Background: an optimization exercise with open tools, aiming at small area. Do not read the settings as production practice.
RTL that was checked went through simulation tests only; none was proved equivalent to the original.

==> module VM, before the edit <==
module VM ( i_product,
            i_money,
            i_buy,
            i_clk,
            i_rst_n,
            o_product,
            o_change,
            o_busy,
            o_no_change,
            o_strobe,
            o_need_more_money,
            o_future_change,
            o_empty);
input          i_clk, i_rst_n;
input   [3:0]  i_product;
input   [15:0] i_money;
input          i_buy;
output     [3:0]  o_product;
output reg [20:0] o_change;
output     [20:0] o_future_change;
output            o_busy;
output            o_no_change;
output            o_strobe;
output            o_need_more_money;
output            o_empty;
localparam PRICE = 100;
localparam S_START  = 3'b000;
localparam S_NOCH   = 3'b001;
localparam S_EMPTY  = 3'b010;
localparam S_CHOOSE = 3'b100;
localparam S_WAIT   = 3'b101;
localparam S_CALC   = 3'b110;
localparam S_PAY    = 3'b111;
reg [2:0] state, next_state;
reg [3:0] sold [1:10];
reg [4:0] cnt [0:14];
reg [20:0] money;
reg [20:0] future_change;
reg [3:0]  code_product;
reg [3:0]  chg;                
function [15:0] denom;
  input integer k;
  case (k)
    0:  denom = 16'd50000;
    1:  denom = 16'd20000;
    2:  denom = 16'd10000;
    3:  denom = 16'd5000;
    4:  denom = 16'd2000;
    5:  denom = 16'd1000;
    6:  denom = 16'd500;
    7:  denom = 16'd200;
    8:  denom = 16'd100;
    9:  denom = 16'd50;
    10: denom = 16'd25;
    11: denom = 16'd10;
    12: denom = 16'd5;
    13: denom = 16'd2;
    default: denom = 16'd1;
  endcase
endfunction
function ge_c;
  input [20:0] x;
  input [20:0] k;
  integer j;
  reg r;
  begin
    r = 1'b1;
    for (j = 0; j < 21; j = j + 1)
      r = k[j] ? (x[j] & r) : (x[j] | r);
    ge_c = r;
  end
endfunction
wire st_choose = (state == S_CHOOSE);
wire st_wait   = (state == S_WAIT);
wire st_calc   = (state == S_CALC);
wire st_pay    = (state == S_PAY);
integer i;
reg [10:1] soldout;
reg        empty;
always @* begin
  empty = 1'b1;
  for (i = 1; i <= 10; i = i + 1) begin
    soldout[i] = sold[i][3] & sold[i][1];    
    empty = empty & soldout[i];
  end
end
reg [10:1] sel_prod;
reg        prod_ok;
always @* begin
  prod_ok = 1'b0;
  for (i = 1; i <= 10; i = i + 1) begin
    sel_prod[i] = (i_product == i);
    prod_ok = prod_ok | (sel_prod[i] & ~soldout[i]);
  end
end
reg [14:0] avail, grant, nz, hit, upd;
reg [15:0] dsel;
reg [3:0]  gidx;
reg        seen;
always @* begin
  seen = 1'b0;
  dsel = st_calc ? PRICE[15:0] : 16'd0;
  gidx = 4'd0;
  for (i = 0; i < 15; i = i + 1) begin
    nz[i]    = (cnt[i] != 5'd22);
    hit[i]   = (i_money == denom(i));
    avail[i] = st_pay & ge_c(money, {5'd0, denom(i)}) & nz[i];
    grant[i] = avail[i] & ~seen;
    seen = seen | avail[i];
    if (grant[i]) begin
      dsel = dsel | denom(i);
      gidx = gidx | (i + 1);
    end
    upd[i] = (st_wait & hit[i]) | grant[i];
  end
end
reg [4:0] csel;
always @* begin
  csel = 5'd0;
  for (i = 0; i < 15; i = i + 1)
    csel = csel | ({5{upd[i]}} & cnt[i]);
end
wire [4:0] cx = csel ^ {5{~st_wait}};
wire [4:0] cnew = csel ^ {&cx[3:0], &cx[2:0], &cx[1:0], cx[0], 1'b1};
wire        sub = ~st_wait;
wire [20:0] op  = st_wait ? {5'd0, i_money} : ~{5'd0, dsel};
wire [20:0] next_money;
wire [11:0] cl;
wire [5:0]  c0, c1;
wire [15:11] s0, s1;
assign cl[0] = sub;
assign c0[0] = 1'b0;
assign c1[0] = 1'b1;
genvar g;
generate
  for (g = 0; g < 11; g = g + 1) begin : g_lo
    assign next_money[g] = money[g] ^ op[g] ^ cl[g];
    assign cl[g+1] = (money[g] & op[g]) | (cl[g] & (money[g] ^ op[g]));
  end
  for (g = 11; g < 16; g = g + 1) begin : g_mid
    assign s0[g] = money[g] ^ op[g] ^ c0[g-11];
    assign c0[g-10] = (money[g] & op[g]) | (c0[g-11] & (money[g] ^ op[g]));
    assign s1[g] = money[g] ^ op[g] ^ c1[g-11];
    assign c1[g-10] = (money[g] & op[g]) | (c1[g-11] & (money[g] ^ op[g]));
  end
endgenerate
assign next_money[15:11] = ({5{cl[11]}} & s1) | ({5{~cl[11]}} & s0);
wire c16 = (cl[11] & c1[5]) | (~cl[11] & c0[5]);
wire [4:0] hi = money[20:16];
wire [4:0] hx = hi ^ {5{sub}};
wire [4:0] hpm = hi ^ {&hx[3:0], &hx[2:0], &hx[1:0], hx[0], 1'b1};    
assign next_money[20:16] = (c16 ^ sub) ? hpm : hi;
wire up_sel0 = c0[5] ^ sub;
wire up_sel1 = c1[5] ^ sub;
wire up_z0   = up_sel0 ? ~|hpm : ~|hi;
wire up_z1   = up_sel1 ? ~|hpm : ~|hi;
wire hi_z0   = ~|s0 & up_z0;                        
wire hi_z1   = ~|s1 & up_z1;                        
wire hi_z    = (cl[11] & hi_z1) | (~cl[11] & hi_z0);
wire paid_off = hi_z & ~|next_money[10:0];
wire enough   = ~hi_z | (|next_money[10:7]) | ge_c({14'd0, next_money[6:0]}, PRICE);
wire one_empty = ~nz[14];
assign o_busy            = state[2];
assign o_need_more_money = st_wait & ~enough;
assign o_strobe          = (st_pay & paid_off) | (state == S_NOCH);
assign o_no_change       = (state == S_NOCH);
assign o_empty           = (state == S_EMPTY);
assign o_product         = code_product;
assign o_future_change   = future_change;
always @* begin
  o_change = 21'd0;
  for (i = 0; i < 15; i = i + 1)
    if (chg == i + 1) o_change = {5'd0, denom(i)};
end
always @* begin
  next_state = state;
  case (state)
    S_START:  if (empty) next_state = S_EMPTY;
              else if (i_buy) next_state = S_CHOOSE;
    S_CHOOSE: if (prod_ok) next_state = S_WAIT;
    S_WAIT:   if (enough) next_state = S_CALC;
    S_CALC:   next_state = S_PAY;
    S_PAY:    if (paid_off) next_state = S_START;
              else if (one_empty) next_state = S_NOCH;
    S_NOCH:   next_state = S_START;
    default:  ;
  endcase
end
always @(posedge i_clk or negedge i_rst_n) begin
  if (!i_rst_n) begin
    state         <= S_START;
    money         <= 21'd0;
    future_change <= 21'd0;
    code_product  <= 4'd0;
    chg           <= 4'd0;
  end else begin
    state <= next_state;
    money <= next_money;
    if (st_calc) future_change <= next_money;
    if (st_choose) code_product <= i_product;
    chg <= gidx;
  end
end
generate
  for (g = 1; g <= 10; g = g + 1) begin : g_prod
    wire tp = st_choose & sel_prod[g] & ~soldout[g];
    always @(posedge i_clk or negedge i_rst_n)
      if (!i_rst_n) sold[g] <= 4'd0;
      else sold[g] <= sold[g] ^ ({4{tp}} & {&sold[g][2:0], &sold[g][1:0], sold[g][0], 1'b1});
  end
  for (g = 0; g < 15; g = g + 1) begin : g_cnt
    always @(posedge i_clk or negedge i_rst_n)
      if (!i_rst_n) cnt[g] <= 5'd0;
      else if (upd[g]) cnt[g] <= cnew;
  end
endgenerate
endmodule
export LEC_CHECK = 0
export CAP_MARGIN = 5
export CORE_MARGIN = 2
export CORE_UTILIZATION = 65
export GPL_TIMING_DRIVEN = 0
export PLACE_DENSITY = 0.8
export SLEW_MARGIN = 5
create_clock -name core_clock -period 12.0 [get_ports {i_clk}]
standard.sh (not shown) runs the stock make flow with config.mk's settings and CLKGATE_MAP_FILE= SYNTH_SCRIPT=/design/flow/synth_recipe.tcl, a recipe that flattens the netlist after the stock synthesis.
==> flow/flow/run.sh <==
#!/bin/bash
# Own layout flow: the standard layout (standard.sh) with these changes:
#  - ABC maps the combinational logic with an area-oriented script (abc_area.script);
#    registers are mapped before ABC runs, as in the standard synthesis, so they keep
#    their names and cells;
#  - each input and output port gets the smallest buffer (buf_1);
#  - the clock tree uses clkbuf_8 and no dummy loads (cts_args);
#  - after global routing, power recovery downsizes gates off the critical paths and
#    post_grt.tcl then repairs any slew or capacitance limit that broke.
# Each tool's full output is in orfs/logs/; make's output is in flow.log here.
set -euo pipefail
W=$PWD
F=$W/flow
{
  cat <<EOT
proc abc {args} {
  set i [lsearch -exact \$args -script]
  if {\$i >= 0} { lset args [expr {\$i + 1}] $F/abc_area.script }
  yosys abc {*}\$args
}
EOT
  cat "$W/synth_recipe.tcl"
} > "$W/own_synth.tcl"
CTS="-sink_clustering_enable -repair_clock_nets -dont_use_dummy_load"
[[ -f $F/cts_args ]] && CTS=$(cat "$F/cts_args")
# further make variables, one per line
EXTRA=()
if [[ -f $F/make_args ]]; then mapfile -t EXTRA < "$F/make_args"; fi
if [[ -f $F/post_grt.tcl ]]; then EXTRA+=("POST_GLOBAL_ROUTE_TCL=$F/post_grt.tcl"); fi
bash "$W/standard.sh" "SYNTH_SCRIPT=$W/own_synth.tcl" \
  "BUFFER_PORTS_ARGS=-buffer_cell sky130_fd_sc_hd__buf_1" \
  "CTS_ARGS=$CTS" "${EXTRA[@]}" finish > "$W/flow.log" 2>&1
==> flow/flow/abc_area.script <==
strash
&get -n
&st
&synch2
&if -K 6 -a
&mfs
&st
&synch2
&if -K 6 -a
&mfs
&st
&dch -f
&nf -R 1000
&put
topo
dnsize -c
==> flow/flow/cts_args <==
-sink_clustering_enable -repair_clock_nets -dont_use_dummy_load -buf_list sky130_fd_sc_hd__clkbuf_8 -sink_clustering_size 24 -sink_clustering_max_diameter 120
==> flow/flow/make_args <==
RECOVER_POWER=100
==> flow/flow/post_grt.tcl <==
# After power recovery (which downsizes gates off the critical paths), fix any slew or
# capacitance limit it broke, then legalize and reroute the touched nets.
global_route -start_incremental
repair_design -verbose -slew_margin $::env(SLEW_MARGIN) -cap_margin $::env(CAP_MARGIN)
detailed_placement
global_route -end_incremental
estimate_parasitics -global_routing
==> next run, changes <==
--- a/flow/design.v
+++ b/flow/design.v
@@ -151,13 +151,6 @@
 wire [4:0] hpm = hi ^ {&hx[3:0], &hx[2:0], &hx[1:0], hx[0], 1'b1};    
 assign next_money[20:16] = (c16 ^ sub) ? hpm : hi;
-wire up_sel0 = c0[5] ^ sub;
-wire up_sel1 = c1[5] ^ sub;
-wire up_z0   = up_sel0 ? ~|hpm : ~|hi;
-wire up_z1   = up_sel1 ? ~|hpm : ~|hi;
-wire hi_z0   = ~|s0 & up_z0;                        
-wire hi_z1   = ~|s1 & up_z1;                        
-wire hi_z    = (cl[11] & hi_z1) | (~cl[11] & hi_z0);
-wire paid_off = hi_z & ~|next_money[10:0];
-wire enough   = ~hi_z | (|next_money[10:7]) | ge_c({14'd0, next_money[6:0]}, PRICE);
+wire enough    = ge_c(next_money, PRICE);
+wire paid_off  = ~|next_money;
 wire one_empty = ~nz[14];
 assign o_busy            = state[2];
After rerunning: The changed run finished clean. Die area is about the same. Core utilization went up by 4.2 points. Synthesized cell count drops by 6.3%. Global-route usage is higher by 1.5 points.


The RTL this note starts from:
==> flow/design.v <==
module VM ( i_product,
            i_money,
            i_buy,
            i_clk,
            i_rst_n,
            o_product,
            o_change,
            o_busy,
            o_no_change,
            o_strobe,
            o_need_more_money,
            o_future_change,
            o_empty);
input          i_clk, i_rst_n;
input   [3:0]  i_product;
input   [15:0] i_money;
input          i_buy;
output     [3:0]  o_product;
output reg [20:0] o_change;
output     [20:0] o_future_change;
output            o_busy;
output            o_no_change;
output            o_strobe;
output            o_need_more_money;
output            o_empty;
localparam PRICE = 100;
localparam S_START  = 3'b000;
localparam S_NOCH   = 3'b001;
localparam S_EMPTY  = 3'b010;
localparam S_CHOOSE = 3'b100;
localparam S_WAIT   = 3'b101;
localparam S_CALC   = 3'b110;
localparam S_PAY    = 3'b111;
reg [2:0] state, next_state;
reg [3:0] sold [1:10];
reg [4:0] cnt [0:14];
reg [20:0] money;
reg [20:0] future_change;
reg [3:0]  code_product;
reg [3:0]  chg;                
function [15:0] denom;
  input integer k;
  case (k)
    0:  denom = 16'd50000;
    1:  denom = 16'd20000;
    2:  denom = 16'd10000;
    3:  denom = 16'd5000;
    4:  denom = 16'd2000;
    5:  denom = 16'd1000;
    6:  denom = 16'd500;
    7:  denom = 16'd200;
    8:  denom = 16'd100;
    9:  denom = 16'd50;
    10: denom = 16'd25;
    11: denom = 16'd10;
    12: denom = 16'd5;
    13: denom = 16'd2;
    default: denom = 16'd1;
  endcase
endfunction
function [3:0] dcode;
  input integer k;
  case (k)
    0: dcode = 4'd2;
    1: dcode = 4'd1;
    2: dcode = 4'd3;
    3: dcode = 4'd4;
    4: dcode = 4'd5;
    5: dcode = 4'd6;
    6: dcode = 4'd7;
    7: dcode = 4'd8;
    8: dcode = 4'd9;
    9: dcode = 4'd10;
    10: dcode = 4'd14;
    11: dcode = 4'd12;
    12: dcode = 4'd15;
    13: dcode = 4'd11;
    14: dcode = 4'd13;
    default: dcode = 4'd0;
  endcase
endfunction
function ge_c;
  input [20:0] x;
  input [20:0] k;
  integer j;
  reg r;
  begin
    r = 1'b1;
    for (j = 0; j < 21; j = j + 1)
      r = k[j] ? (x[j] & r) : (x[j] | r);
    ge_c = r;
  end
endfunction
wire st_choose = (state == S_CHOOSE);
wire st_wait   = (state == S_WAIT);
wire st_calc   = (state == S_CALC);
wire st_pay    = (state == S_PAY);
integer i;
reg [10:1] soldout;
reg        empty;
always @* begin
  empty = 1'b1;
  for (i = 1; i <= 10; i = i + 1) begin
    soldout[i] = sold[i][3] & sold[i][1];    
    empty = empty & soldout[i];
  end
end
reg [10:1] sel_prod;
reg        prod_ok;
always @* begin
  prod_ok = 1'b0;
  for (i = 1; i <= 10; i = i + 1) begin
    sel_prod[i] = (i_product == i);
    prod_ok = prod_ok | (sel_prod[i] & ~soldout[i]);
  end
end
reg [14:0] avail, grant, nz, hit, upd;
reg [15:0] dsel;
reg [3:0]  gidx;
reg        seen;
always @* begin
  seen = 1'b0;
  dsel = st_calc ? PRICE[15:0] : 16'd0;
  gidx = 4'd0;
  for (i = 0; i < 15; i = i + 1) begin
    nz[i]    = (cnt[i] != 5'd22);
    hit[i]   = (i_money == denom(i));
    avail[i] = st_pay & ge_c(money, {5'd0, denom(i)}) & nz[i];
    grant[i] = avail[i] & ~seen;
    seen = seen | avail[i];
    if (grant[i]) begin
      dsel = dsel | denom(i);
      gidx = gidx | dcode(i);
    end
    upd[i] = (st_wait & hit[i]) | grant[i];
  end
end
reg [4:0] csel;
always @* begin
  csel = 5'd0;
  for (i = 0; i < 15; i = i + 1)
    csel = csel | ({5{upd[i]}} & cnt[i]);
end
wire [4:0] cx = csel ^ {5{~st_wait}};
wire [4:0] cnew = csel ^ {&cx[3:0], &cx[2:0], &cx[1:0], cx[0], 1'b1};
wire        sub = ~st_wait;
wire [20:0] op  = {{5{sub}}, ~dsel & ({16{sub}} | i_money)};
wire [20:0] next_money;
wire [11:0] cl;
wire [5:0]  c0, c1;
wire [15:11] s0, s1;
assign cl[0] = sub;
assign c0[0] = 1'b0;
assign c1[0] = 1'b1;
genvar g;
generate
  for (g = 0; g < 11; g = g + 1) begin : g_lo
    assign next_money[g] = money[g] ^ op[g] ^ cl[g];
    assign cl[g+1] = (money[g] & op[g]) | (cl[g] & (money[g] ^ op[g]));
  end
  for (g = 11; g < 16; g = g + 1) begin : g_mid
    assign s0[g] = money[g] ^ op[g] ^ c0[g-11];
    assign c0[g-10] = (money[g] & op[g]) | (c0[g-11] & (money[g] ^ op[g]));
    assign s1[g] = money[g] ^ op[g] ^ c1[g-11];
    assign c1[g-10] = (money[g] & op[g]) | (c1[g-11] & (money[g] ^ op[g]));
  end
endgenerate
assign next_money[15:11] = ({5{cl[11]}} & s1) | ({5{~cl[11]}} & s0);
wire c16 = (cl[11] & c1[5]) | (~cl[11] & c0[5]);
wire [4:0] hi = money[20:16];
wire [4:0] hx = hi ^ {5{sub}};
wire [4:0] hpm = hi ^ {&hx[3:0], &hx[2:0], &hx[1:0], hx[0], 1'b1};    
assign next_money[20:16] = (c16 ^ sub) ? hpm : hi;
wire up_sel0 = c0[5] ^ sub;
wire up_sel1 = c1[5] ^ sub;
wire up_z0   = up_sel0 ? ~|hpm : ~|hi;
wire up_z1   = up_sel1 ? ~|hpm : ~|hi;
wire hi_z0   = ~|s0 & up_z0;                        
wire hi_z1   = ~|s1 & up_z1;                        
wire hi_z    = (cl[11] & hi_z1) | (~cl[11] & hi_z0);
wire paid_off = hi_z & ~|next_money[10:0];
wire enough   = ~hi_z | (|next_money[10:7]) | ge_c({14'd0, next_money[6:0]}, PRICE);
wire one_empty = ~nz[14];
assign o_busy            = state[2];
assign o_need_more_money = st_wait & ~enough;
assign o_strobe          = (st_pay & paid_off) | (state == S_NOCH);
assign o_no_change       = (state == S_NOCH);
assign o_empty           = (state == S_EMPTY);
assign o_product         = code_product;
assign o_future_change   = future_change;
always @* begin
  o_change = 21'd0;
  for (i = 0; i < 15; i = i + 1)
    if (chg == dcode(i)) o_change = {5'd0, denom(i)};
end
always @* begin
  next_state = state;
  case (state)
    S_START:  if (empty) next_state = S_EMPTY;
              else if (i_buy) next_state = S_CHOOSE;
    S_CHOOSE: if (prod_ok) next_state = S_WAIT;
    S_WAIT:   if (enough) next_state = S_CALC;
    S_CALC:   next_state = S_PAY;
    S_PAY:    if (paid_off) next_state = S_START;
              else if (one_empty) next_state = S_NOCH;
    S_NOCH:   next_state = S_START;
    default:  ;
  endcase
end
always @(posedge i_clk or negedge i_rst_n) begin
  if (!i_rst_n) begin
    state         <= S_START;
    money         <= 21'd0;
    future_change <= 21'd0;
    code_product  <= 4'd0;
    chg           <= 4'd0;
  end else begin
    state <= next_state;
    money <= next_money;
    if (st_calc) future_change <= next_money;
    if (st_choose) code_product <= i_product;
    chg <= gidx;
  end
end
generate
  for (g = 1; g <= 10; g = g + 1) begin : g_prod
    wire tp = st_choose & sel_prod[g] & ~soldout[g];
    always @(posedge i_clk or negedge i_rst_n)
      if (!i_rst_n) sold[g] <= 4'd0;
      else sold[g] <= sold[g] ^ ({4{tp}} & {&sold[g][2:0], &sold[g][1:0], sold[g][0], 1'b1});
  end
  for (g = 0; g < 15; g = g + 1) begin : g_cnt
    always @(posedge i_clk or negedge i_rst_n)
      if (!i_rst_n) cnt[g] <= 5'd0;
      else if (upd[g]) cnt[g] <= cnew;
  end
endgenerate
endmodule
clock: 12.0 ns
lec_check: 0
cap_margin: 5
core_margin: 2
core_utilization: 65
gpl_timing_driven: 0
place_density: 0.8
slew_margin: 5
Scripts as last shown in full above: flow/flow/run.sh, flow/flow/abc_area.script, flow/flow/cts_args, flow/flow/make_args, flow/flow/post_grt.tcl
Next try:
--- a/flow/design.v
+++ b/flow/design.v
@@ -27,10 +27,10 @@
 localparam S_START  = 3'b000;
 localparam S_NOCH   = 3'b001;
 localparam S_EMPTY  = 3'b010;
-localparam S_CHOOSE = 3'b100;
-localparam S_WAIT   = 3'b101;
-localparam S_CALC   = 3'b110;
-localparam S_PAY    = 3'b111;
+localparam S_CHOOSE = 3'b110;
+localparam S_WAIT   = 3'b100;
+localparam S_CALC   = 3'b111;
+localparam S_PAY    = 3'b101;
 reg [2:0] state, next_state;
 reg [3:0] sold [1:10];
 reg [4:0] cnt [0:14];
@@ -58,27 +58,6 @@
     default: denom = 16'd1;
   endcase
 endfunction
-function [3:0] dcode;
-  input integer k;
-  case (k)
-    0: dcode = 4'd2;
-    1: dcode = 4'd1;
-    2: dcode = 4'd3;
-    3: dcode = 4'd4;
-    4: dcode = 4'd5;
-    5: dcode = 4'd6;
-    6: dcode = 4'd7;
-    7: dcode = 4'd8;
-    8: dcode = 4'd9;
-    9: dcode = 4'd10;
-    10: dcode = 4'd14;
-    11: dcode = 4'd12;
-    12: dcode = 4'd15;
-    13: dcode = 4'd11;
-    14: dcode = 4'd13;
-    default: dcode = 4'd0;
-  endcase
-endfunction
 function ge_c;
   input [20:0] x;
   input [20:0] k;
@@ -130,7 +109,7 @@
     seen = seen | avail[i];
     if (grant[i]) begin
       dsel = dsel | denom(i);
-      gidx = gidx | dcode(i);
+      gidx = gidx | (i + 1);
     end
     upd[i] = (st_wait & hit[i]) | grant[i];
   end
@@ -144,7 +123,7 @@
 wire [4:0] cx = csel ^ {5{~st_wait}};
 wire [4:0] cnew = csel ^ {&cx[3:0], &cx[2:0], &cx[1:0], cx[0], 1'b1};
 wire        sub = ~st_wait;
-wire [20:0] op  = {{5{sub}}, ~dsel & ({16{sub}} | i_money)};
+wire [20:0] op  = st_wait ? {5'd0, i_money} : ~{5'd0, dsel};
 wire [20:0] next_money;
 wire [11:0] cl;
 wire [5:0]  c0, c1;
@@ -191,7 +170,7 @@
 always @* begin
   o_change = 21'd0;
   for (i = 0; i < 15; i = i + 1)
-    if (chg == dcode(i)) o_change = {5'd0, denom(i)};
+    if (chg == i + 1) o_change = {5'd0, denom(i)};
 end
 always @* begin
   next_state = state;
After rerunning: The new run passed the timing, DRC and antenna checks; worst setup slack loses 0.079 ns; via count goes up by 1.9%; non-clock buffer count is unchanged; sequential cell count is unchanged; hold slack is better by 0.0038 ns; final area goes up by 0.80%; cell count grows by 1.0%; wire length went up by 3.8%; clock skew went up by 0.012 ns.
No functional check of the RTL was part of any run of this note.

what the ideal ports hide:
In the flow no input, the clock included, has a driving cell. The finished layouts below were timed again as built, in two steps. Step 1, drivers: a clkbuf_16 drives i_clk and a buf_2 each remaining input, both assumed. Step 2 adds t to the input delays and takes it off the output delays; t is the mean of the earliest and latest rising clock arrival at the registers after step 1. Input paths then give back, and output paths get back, about the clock's delay inside the block. Three values: ideal ports, drivers, drivers and shift; two values: the first two.
| run | t, ns | slack for setup (ns) | pins driven straight from the clock port |
|---|---|---|---|
| the first run of note 1 | 0.480 | 0.469 / 0.430 / 0.894 | 1 |
| the second run of note 1 | 0.483 | 0.142 / 0.103 / 0.439 | 1 |
| the first run of note 2 | 0.495 | 0.509 / 0.473 / 0.968 | 1 |
| the second run of note 2 | 0.484 | 0.430 / 0.392 / 0.727 | 1 |
After both steps every run listed still meets setup and hold.
